This is an optimization exercise on Yosys and OpenROAD, whose aim is small area, a short achievable clock period and few clock cycles, not a production implementation. RTL that was checked went through simulation tests only; none was proved equivalent to the original. Power is estimated from default activity; no workload was simulated.

==> flow/design.v (excerpt) <==
module cpu(
    input             Clk,
    input             Reset_N,
    output     [15:0] i_address,
    input      [15:0] i_data,
    output reg        d_readM,
    output reg        d_writeM,
    output     [15:0] d_address,
    output     [15:0] d_wdata,
    input      [15:0] d_rdata,
    output reg [15:0] num_inst,
    output reg [15:0] output_port,
    output reg        is_halted
);
Size in the first run: roughly 2000 cells after synthesis, ~200 flip-flops, ~120 I/O pins, roughly 13000 um^2 of cells after synthesis.
==> flow/config.mk <==
export PLATFORM = sky130hd
export DESIGN_NAME = cpu
export DESIGN_NICKNAME = cpu
export VERILOG_FILES = /design/flow/design.v
export SDC_FILE = /design/flow/constraint.sdc
export NUM_CORES = 4
export LEC_CHECK = 0
export ABC_AREA = 1
export CAP_MARGIN = 20
export CORE_MARGIN = 2
export CORE_UTILIZATION = 40
export SETUP_SLACK_MARGIN = 5
export SLEW_MARGIN = 20
==> flow/constraint.sdc <==
create_clock -name core_clock -period 8.0 [get_ports {Clk}]
set_input_delay 1.6000 -clock core_clock [delete_from_list [all_inputs] [get_ports {Clk}]]
set_output_delay 1.6000 -clock core_clock [all_outputs]
set_load 0.01 [all_outputs]
standard.sh (not shown) runs the stock make flow with config.mk's settings and CLKGATE_MAP_FILE= SYNTH_SCRIPT=/design/flow/synth_recipe.tcl, a recipe that flattens the netlist after the stock synthesis.
==> flow/flow/run.sh <==
#!/bin/bash
# The standard layout, with repair aiming further below the clock period
set -euo pipefail
M=$(cat flow/margin.txt)
bash standard.sh SETUP_SLACK_MARGIN=$M finish > standard_flow.log 2>&1
==> flow/flow/margin.txt <==
6
Change:
==> flow/run.sh (new file) <==
#!/bin/bash
# synth_recipe.tcl (not shown) runs the flow's synth.tcl, then flattens the netlist and writes it again
# the make line also repeats each setting of config.mk as NAME=value (left out here)
make -C /OpenROAD-flow-scripts/flow DESIGN_CONFIG=/design/flow/config.mk WORK_HOME=/design/flow/orfs CLKGATE_MAP_FILE= SYNTH_SCRIPT=/design/flow/synth_recipe.tcl finish
removed: flow/flow/run.sh
removed: flow/flow/margin.txt
removed: flow/standard.sh
After rerunning:
- The new run produced a clean layout
- clock power is lower by a little under a tenth
- final area goes down by roughly a tenth
- global-route usage drops by 2.1 points
- fmax fell by a few percent
- worst hold slack improved by 0.0035 ns
- cell count goes down by a few percent
- die area does not change
- register-to-register slack degrades by 0.10 ns
Function was not checked in any run of this note: the RTL went through the layout flow alone.

* * *

Setup of run 1:
cpu, a different RTL version from the one above (not shown whole).
For scale: ~220 flip-flops, ~120 I/O pins, ~14000 sq um of cells after synthesis.
export LEC_CHECK = 0
export ABC_AREA = 1
export CAP_MARGIN = 20
export CORE_MARGIN = 2
export CORE_UTILIZATION = 40
export SETUP_SLACK_MARGIN = 5
export SLEW_MARGIN = 20
create_clock -name core_clock -period 8.0 [get_ports {Clk}]
==> flow/flow/run.sh <==
#!/bin/bash
# The standard layout (standard.sh), with the port buffers that global
# placement inserts made from the smallest plain buffer; timing repair
# resizes them where needed.
set -euo pipefail
bash standard.sh "BUFFER_PORTS_ARGS=-buffer_cell sky130_fd_sc_hd__buf_1" finish > standard_flow.log 2>&1
Run 1 ended with every stage complete and zero timing, DRC or antenna violations.
Testbench counts of run 1, summed over its fixed seeds: cycles 315,823.
Here is what was changed in the inputs of run 2 compared with run 1.
==> flow/run.sh (new file) <==
#!/bin/bash
# synth_recipe.tcl (not shown) runs the flow's synth.tcl, then flattens the netlist and writes it again
# the make line also repeats each setting of config.mk as NAME=value (left out here)
make -C /OpenROAD-flow-scripts/flow DESIGN_CONFIG=/design/flow/config.mk WORK_HOME=/design/flow/orfs CLKGATE_MAP_FILE= SYNTH_SCRIPT=/design/flow/synth_recipe.tcl finish
removed: flow/flow/run.sh
removed: flow/standard.sh
Notes after the runs:
[diff] routed wire length, run 2 relative to run 1: regression. Re logic gate share of total power: run 2 is 2.6 points up on run 1. Count of plain and timing-repair buffers in the layout for run 2 is higher than for run 1. Higher peak supply drop was reported by run 1, not run 2.
Input changes introduced in run 3 (baseline for comparison: run 2):
-- flow/config.mk --
<<< run 2, line 6
export NUM_CORES = 4
export LEC_CHECK = 0
export ABC_AREA = 1
export CAP_MARGIN = 20
export CORE_MARGIN = 2
>>> run 3, line 6
export NUM_CORES = 4
export LEC_CHECK = 0
export CAP_MARGIN = 20
export CORE_MARGIN = 2
Notes after the runs:
- Run 3 ended up with a higher synthesized area per cell than run 2 did.
- Looking at wire length, run 3 sits below run 2.
- In the reports for run 2 and run 3, the larger total power belongs to run 3.
- Count of fill cells added during filler insertion (run 2 / run 3): 1.2
- Between run 2 and run 3, power share of the sequential group is higher for run 2, run 3 comes in under that.
- Compare run 2 and run 3 | number of unique standard cell types used by synthesis higher: run 3
- Compared with run 2, in run 3 minimum period implied by the final worst setup slack higher; routed via count lower; number of cells upsized or downsized after cts higher.
For run 4, these inputs were changed with respect to run 3:
==> flow/config.mk <==
export PLATFORM = sky130hd
export DESIGN_NAME = cpu
export DESIGN_NICKNAME = cpu
export VERILOG_FILES = /design/flow/design.v
export SDC_FILE = /design/flow/constraint.sdc
export NUM_CORES = 4
export LEC_CHECK = 0
export ABC_AREA = 1
export CAP_MARGIN = 20
export CORE_MARGIN = 2
export CORE_UTILIZATION = 40
export SETUP_SLACK_MARGIN = 4.8
export SLEW_MARGIN = 20
==> comparison <==
- Run 3 reports its uppermost signal routing layer after detailed routing as met5 while run 4 reports met4.
- On power share of the clock group: run 4 sits above run 3.
- Going from run 3 to run 4, share of flip-flops with an asynchronous set or reset after synthesis about even; number of placement rows picked up an extra 2.

* * *

The RTL this note starts from:
==> flow/design.v <==
`timescale 1ns / 1ps
module cpu(
    input             Clk,
    input             Reset_N,
    output     [15:0] i_address,
    input      [15:0] i_data,
    output reg        d_readM,
    output reg        d_writeM,
    output     [15:0] d_address,
    output     [15:0] d_wdata,
    input      [15:0] d_rdata,
    output reg [15:0] num_inst,
    output reg [15:0] output_port,
    output reg        is_halted
);
    reg [15:0] pc;
    reg [15:0] r0, r1, r2, r3;
    reg        ex_v;           
    reg [15:0] ex_a;           
    reg [15:0] ex_y;           
    reg [15:0] ex_b;           
    reg        ex_cin;         
    reg [15:0] ex_alt;         
    reg        ex_pt;          
    reg        ex_br;          
    reg [1:0]  ex_bop;         
    reg [5:0]  ex_sel;         
    reg        ex_wen;         
    reg        ex_ld;          
    reg        ex_st;          
    reg        ex_wwd;         
    reg        ex_hlt;         
    reg        ex_fwd;         
    reg [1:0]  ex_dst;
    reg        mem_wen;
    reg [1:0]  mem_dst;
    reg        mem_ld;
    reg [15:0] mem_res;        
    reg [15:0] mem_wd;
    assign i_address = pc;
    assign d_address = mem_res;
    assign d_wdata   = mem_wd;
    wire [15:0] mem_val = mem_ld ? d_rdata : mem_res;
    function [15:0] rf;
        input [1:0] a;
        case (a)
            2'd0: rf = r0;
            2'd1: rf = r1;
            2'd2: rf = r2;
            default: rf = r3;
        endcase
    endfunction
    wire [16:0] s_g0 = {ex_a & ex_y, ex_cin};
    wire [16:0] s_p0 = {ex_a ^ ex_y, 1'b0};
    wire [16:0] s_g1 = s_g0 | (s_p0 & {s_g0[15:0], 1'b0});
    wire [16:0] s_p1 = s_p0 & {s_p0[15:0], 1'b0};
    wire [16:0] s_g2 = s_g1 | (s_p1 & {s_g1[14:0], 2'b0});
    wire [16:0] s_p2 = s_p1 & {s_p1[14:0], 2'b0};
    wire [16:0] s_g3 = s_g2 | (s_p2 & {s_g2[12:0], 4'b0});
    wire [16:0] s_p3 = s_p2 & {s_p2[12:0], 4'b0};
    wire [16:0] s_g4 = s_g3 | (s_p3 & {s_g3[8:0], 8'b0});
    wire [15:0] sum  = s_p0[16:1] ^ s_g4[15:0];
    wire [15:0] res = ({16{ex_sel[0]}} & sum) |
                      ({16{ex_sel[1]}} & (ex_a & ex_y)) |
                      ({16{ex_sel[2]}} & (ex_a | ex_y)) |
                      ({16{ex_sel[3]}} & ~ex_a) |
                      ({16{ex_sel[4]}} & {ex_a[14:0], 1'b0}) |
                      ({16{ex_sel[5]}} & {ex_a[15], ex_a[15:1]});
    reg cond;
    always @(*) begin
        case (ex_bop)
            2'd0: cond = ex_a != ex_y;
            2'd1: cond = ex_a == ex_y;
            2'd2: cond = !ex_a[15] && ex_a != 16'h0000;
            default: cond = ex_a[15];
        endcase
    end
    wire flush = ex_br && (cond != ex_pt);
    wire [3:0]  iop  = i_data[15:12];
    wire [1:0]  irs  = i_data[11:10];
    wire [1:0]  irt  = i_data[9:8];
    wire [5:0]  ifn  = i_data[5:0];
    wire [7:0]  imm  = i_data[7:0];
    wire [15:0] pc1  = pc + 16'd1;
    wire i_r    = iop == 4'd15;
    wire i_br   = iop[3:2] == 2'b00;
    wire i_jmp  = iop == 4'd9 || iop == 4'd10;
    wire i_jal  = iop == 4'd10;
    wire i_jr   = i_r && (ifn == 6'd25 || ifn == 6'd26);
    wire i_jrl  = i_r && ifn == 6'd26;
    wire i_alu  = i_r && ifn[5:3] == 3'd0;
    wire i_tcp  = i_alu && ifn[2:0] == 3'd5;
    wire i_sub  = i_alu && ifn[2:0] == 3'd1;
    wire i_adi  = iop == 4'd4;
    wire i_ori  = iop == 4'd5;
    wire i_lhi  = iop == 4'd6;
    wire i_ld   = iop == 4'd7;
    wire i_st   = iop == 4'd8;
    wire [7:0]  k_g0 = pc1[7:0] & imm;
    wire [7:0]  k_p0 = pc1[7:0] ^ imm;
    wire [7:0]  k_g1 = k_g0 | (k_p0 & {k_g0[6:0], 1'b0});
    wire [7:0]  k_p1 = k_p0 & {k_p0[6:0], 1'b0};
    wire [7:0]  k_g2 = k_g1 | (k_p1 & {k_g1[5:0], 2'b0});
    wire [7:0]  k_p2 = k_p1 & {k_p1[5:0], 2'b0};
    wire [7:0]  k_g3 = k_g2 | (k_p2 & {k_g2[3:0], 4'b0});
    wire [7:0]  t_lo = k_p0 ^ {k_g3[6:0], 1'b0};
    wire        t_c8 = k_g3[7];
    wire [7:0]  hi_p = pc1[15:8] + 8'd1;
    wire [7:0]  hi_m = pc1[15:8] - 8'd1;
    wire [7:0]  hi_0 = imm[7] ? hi_m : pc1[15:8];    
    wire [7:0]  hi_1 = imm[7] ? pc1[15:8] : hi_p;    
    wire [7:0]  t_hi = ({8{t_c8}} & hi_1) | ({8{~t_c8}} & hi_0);
    wire [15:0] i_tgt = {t_hi, t_lo};
    wire        i_req = irs == irt;
    reg         i_bt;
    always @(*) begin
        case (iop[1:0])
            2'd0: i_bt = imm[7] || !i_req;
            2'd1: i_bt = imm[7] || i_req;
            2'd2: i_bt = 1'b1;
            default: i_bt = imm[7];
        endcase
        i_bt = i_bt && i_br;
    end
    wire i_use_rs = !(i_lhi || i_jmp);
    wire i_use_rt = (i_alu && ifn[2:1] == 2'd0) || (i_alu && ifn[2:1] == 2'd1) ||
                    i_st || iop == 4'd0 || iop == 4'd1;
    wire i_wen = i_adi || i_ori || i_lhi || i_ld || i_jal || i_alu || i_jrl;
    wire [1:0] i_dst = (i_jal || i_jrl) ? 2'd2 : i_r ? i_data[7:6] : irt;
    wire ex_w    = ex_v && ex_wen;
    wire hit_rs  = ex_w && ex_dst == irs;
    wire [1:0] i_srcb = i_tcp ? irs : irt;       
    wire hit_b   = ex_w && ex_dst == i_srcb;
    wire ld_wait = ex_ld && ((i_use_rs && ex_dst == irs) || (i_use_rt && ex_dst == irt));
    wire jr_wait = i_jr && hit_rs && !ex_fwd;
    wire stall   = ld_wait || jr_wait;
    wire [15:0] a_base = (mem_wen && mem_dst == irs) ? mem_val : rf(irs);
    wire [15:0] b_base = (mem_wen && mem_dst == i_srcb) ? mem_val : rf(i_srcb);
    wire [15:0] i_rsv  = hit_rs ? res : a_base;
    wire        a_zero = i_tcp || i_lhi || i_jal || i_jrl;
    wire        y_inv  = i_sub || i_tcp;
    wire        y_reg  = i_alu || i_br;
    reg  [15:0] y_imm;
    always @(*) begin
        if (i_ori)             y_imm = {8'h00, imm};
        else if (i_lhi)        y_imm = {imm, 8'h00};
        else if (i_jal || i_jrl) y_imm = pc1;
        else                   y_imm = {{8{imm[7]}}, imm};
    end
    reg [15:0] npc;
    always @(*) begin
        if (flush)      npc = ex_alt;
        else if (stall) npc = pc;
        else if (i_jmp) npc = {pc1[15:12], i_data[11:0]};
        else if (i_bt)  npc = i_tgt;
        else if (i_jr)  npc = i_rsv;
        else            npc = pc1;
    end
    wire go = !flush && !stall;
    always @(posedge Clk or negedge Reset_N) begin
        if (!Reset_N) begin
            pc          <= 16'h0000;
            r0 <= 16'h0000; r1 <= 16'h0000; r2 <= 16'h0000; r3 <= 16'h0000;
            ex_v        <= 1'b0;
            ex_wen      <= 1'b0;
            ex_ld       <= 1'b0;
            ex_st       <= 1'b0;
            ex_br       <= 1'b0;
            ex_wwd      <= 1'b0;
            ex_hlt      <= 1'b0;
            mem_wen     <= 1'b0;
            mem_ld      <= 1'b0;
            d_readM     <= 1'b0;
            d_writeM    <= 1'b0;
            num_inst    <= 16'h0000;
            output_port <= 16'h0000;
            is_halted   <= 1'b0;
        end else begin
            pc <= npc;
            ex_v   <= go;
            ex_wen <= go && i_wen;
            ex_ld  <= go && i_ld;
            ex_st  <= go && i_st;
            ex_br  <= go && i_br;
            ex_wwd <= go && i_r && ifn == 6'd28;
            ex_hlt <= go && i_r && ifn == 6'd29;
            mem_wen  <= ex_w;
            mem_ld   <= ex_ld;
            d_readM  <= ex_ld;
            d_writeM <= ex_st;
            if (mem_wen) begin
                case (mem_dst)
                    2'd0: r0 <= mem_val;
                    2'd1: r1 <= mem_val;
                    2'd2: r2 <= mem_val;
                    default: r3 <= mem_val;
                endcase
            end
            if (ex_v) num_inst <= num_inst + 16'd1;
            if (ex_wwd) output_port <= ex_a;
            if (ex_hlt) is_halted <= 1'b1;
        end
    end
    always @(posedge Clk) begin
        ex_a    <= a_zero ? 16'h0000 : hit_rs ? res : a_base;
        ex_y    <= !y_reg ? y_imm :
                   hit_b  ? (res ^ {16{y_inv}}) : (b_base ^ {16{y_inv}});
        ex_b    <= hit_b ? res : b_base;
        ex_cin  <= y_inv;
        ex_alt  <= (i_bt || !i_br) ? pc1 : i_tgt;
        ex_pt   <= i_bt;
        ex_bop  <= iop[1:0];
        ex_sel  <= {i_alu && ifn[2:0] == 3'd7,
                    i_alu && ifn[2:0] == 3'd6,
                    i_alu && ifn[2:0] == 3'd4,
                    (i_alu && ifn[2:0] == 3'd3) || i_ori || i_lhi || i_jal || i_jrl,
                    i_alu && ifn[2:0] == 3'd2,
                    (i_alu && (ifn[2:0] == 3'd0 || ifn[2:0] == 3'd1 || ifn[2:0] == 3'd5)) ||
                    i_adi || i_ld || i_st};
        ex_fwd  <= i_ori || i_lhi;
        ex_dst  <= i_dst;
        mem_dst <= ex_dst;
        mem_res <= res;
        mem_wd  <= ex_b;
    end
endmodule
Settings: LEC_CHECK=0, ABC_AREA=1, CAP_MARGIN=20, CORE_MARGIN=2, CORE_UTILIZATION=40, SETUP_SLACK_MARGIN=4.5, SLEW_MARGIN=20; clock period 8.0 ns.
run.sh (not shown) runs the stock make flow with config.mk's settings and CLKGATE_MAP_FILE= SYNTH_SCRIPT=/design/flow/synth_recipe.tcl, a recipe that flattens the netlist after the stock synthesis.
Stock flow here: none of the scripts above is used.
Testbench counts at the start, summed over its fixed seeds: cycles 315,823.
Change:
Settings changed: SETUP_SLACK_MARGIN 4.5 to 5.
Effect: Global-route usage increases by 0.86 points; sequential power hardly moves; clock power hardly moves; die area stays the same; worst hold slack hardly moves; synthesized area stays the same; clock-buffer cell count goes down by 2; total power goes up by 4.9%; flip-flop and latch count stays the same; non-clock buffer count increases by 60.
Change:
Settings changed: SETUP_SLACK_MARGIN 5 to 4.
- The changed run went through all stages and came out clean
- routed wire length goes down by 6.6%
- die area is unchanged
- first-iteration DRC count goes up by 17%
- via count goes down by 4.5%
- clock-buffer cell count goes up by 1
- setup slack degrades by 750 ps
- fmax goes down by 20%
- sequential power is about the same

[static timing again, ports no longer ideal]
How much do the figures lean on ideal ports? The routed layouts below were timed once more, with nothing changed but the port constraints.
Step 1 (the two cells are an assumption about what drives the block):
set clk [get_ports {Clk}]
set_driving_cell -lib_cell sky130_fd_sc_hd__clkbuf_16 $clk
set_driving_cell -lib_cell sky130_fd_sc_hd__buf_2 [delete_from_list [all_inputs] $clk]
Step 2, shift: input delay + t, output delay - t, t = (earliest + latest rising clock arrival at the registers) / 2. This alone moves slack from input paths to output paths.
a / b / c = ideal / step 1 / step 2; a / b = the first two.
| run | t (ns) | setup WS [ns] | worst setup path after step 2 | clock arrival spread, ns |
|---|---|---|---|---|
| the first run of note 1 | 0.595 | 4.653 / 4.603 / 4.102 | input to register | 0.025 / 0.026 |
| the second run of note 1 | 0.585 | 4.473 / 4.420 / 4.176 | input to register | 0.010 / 0.009 |
| run 1 | 0.591 | 4.925 / 4.916 / 4.325 | input to register | 0.036 / 0.036 |
| run 2 | 0.595 | 5.028 / 4.979 / 4.452 | input to register | 0.016 / 0.015 |
| run 3 | 0.606 | 4.599 / 4.570 / 3.964 | input to register | 0.022 / 0.022 |
| run 4 | 0.595 | 4.834 / 4.778 / 4.276 | input to register | 0.018 / 0.017 |
| the first run of note 3 | 0.605 | 4.545 / 4.577 / 3.971 | input to register | 0.029 / 0.029 |
| the second run of note 3 | 0.603 | 4.913 / 4.919 / 4.316 | input to register | 0.035 / 0.036 |
| the third run of note 3 | 0.612 | 4.163 / 4.192 / 3.580 | input to register | 0.035 / 0.036 |
After both steps setup and hold are still met in every run listed. For run 3, which loses most, drivers alone change the setup slack by -0.029 ns; drivers and shift together by -0.635 ns.
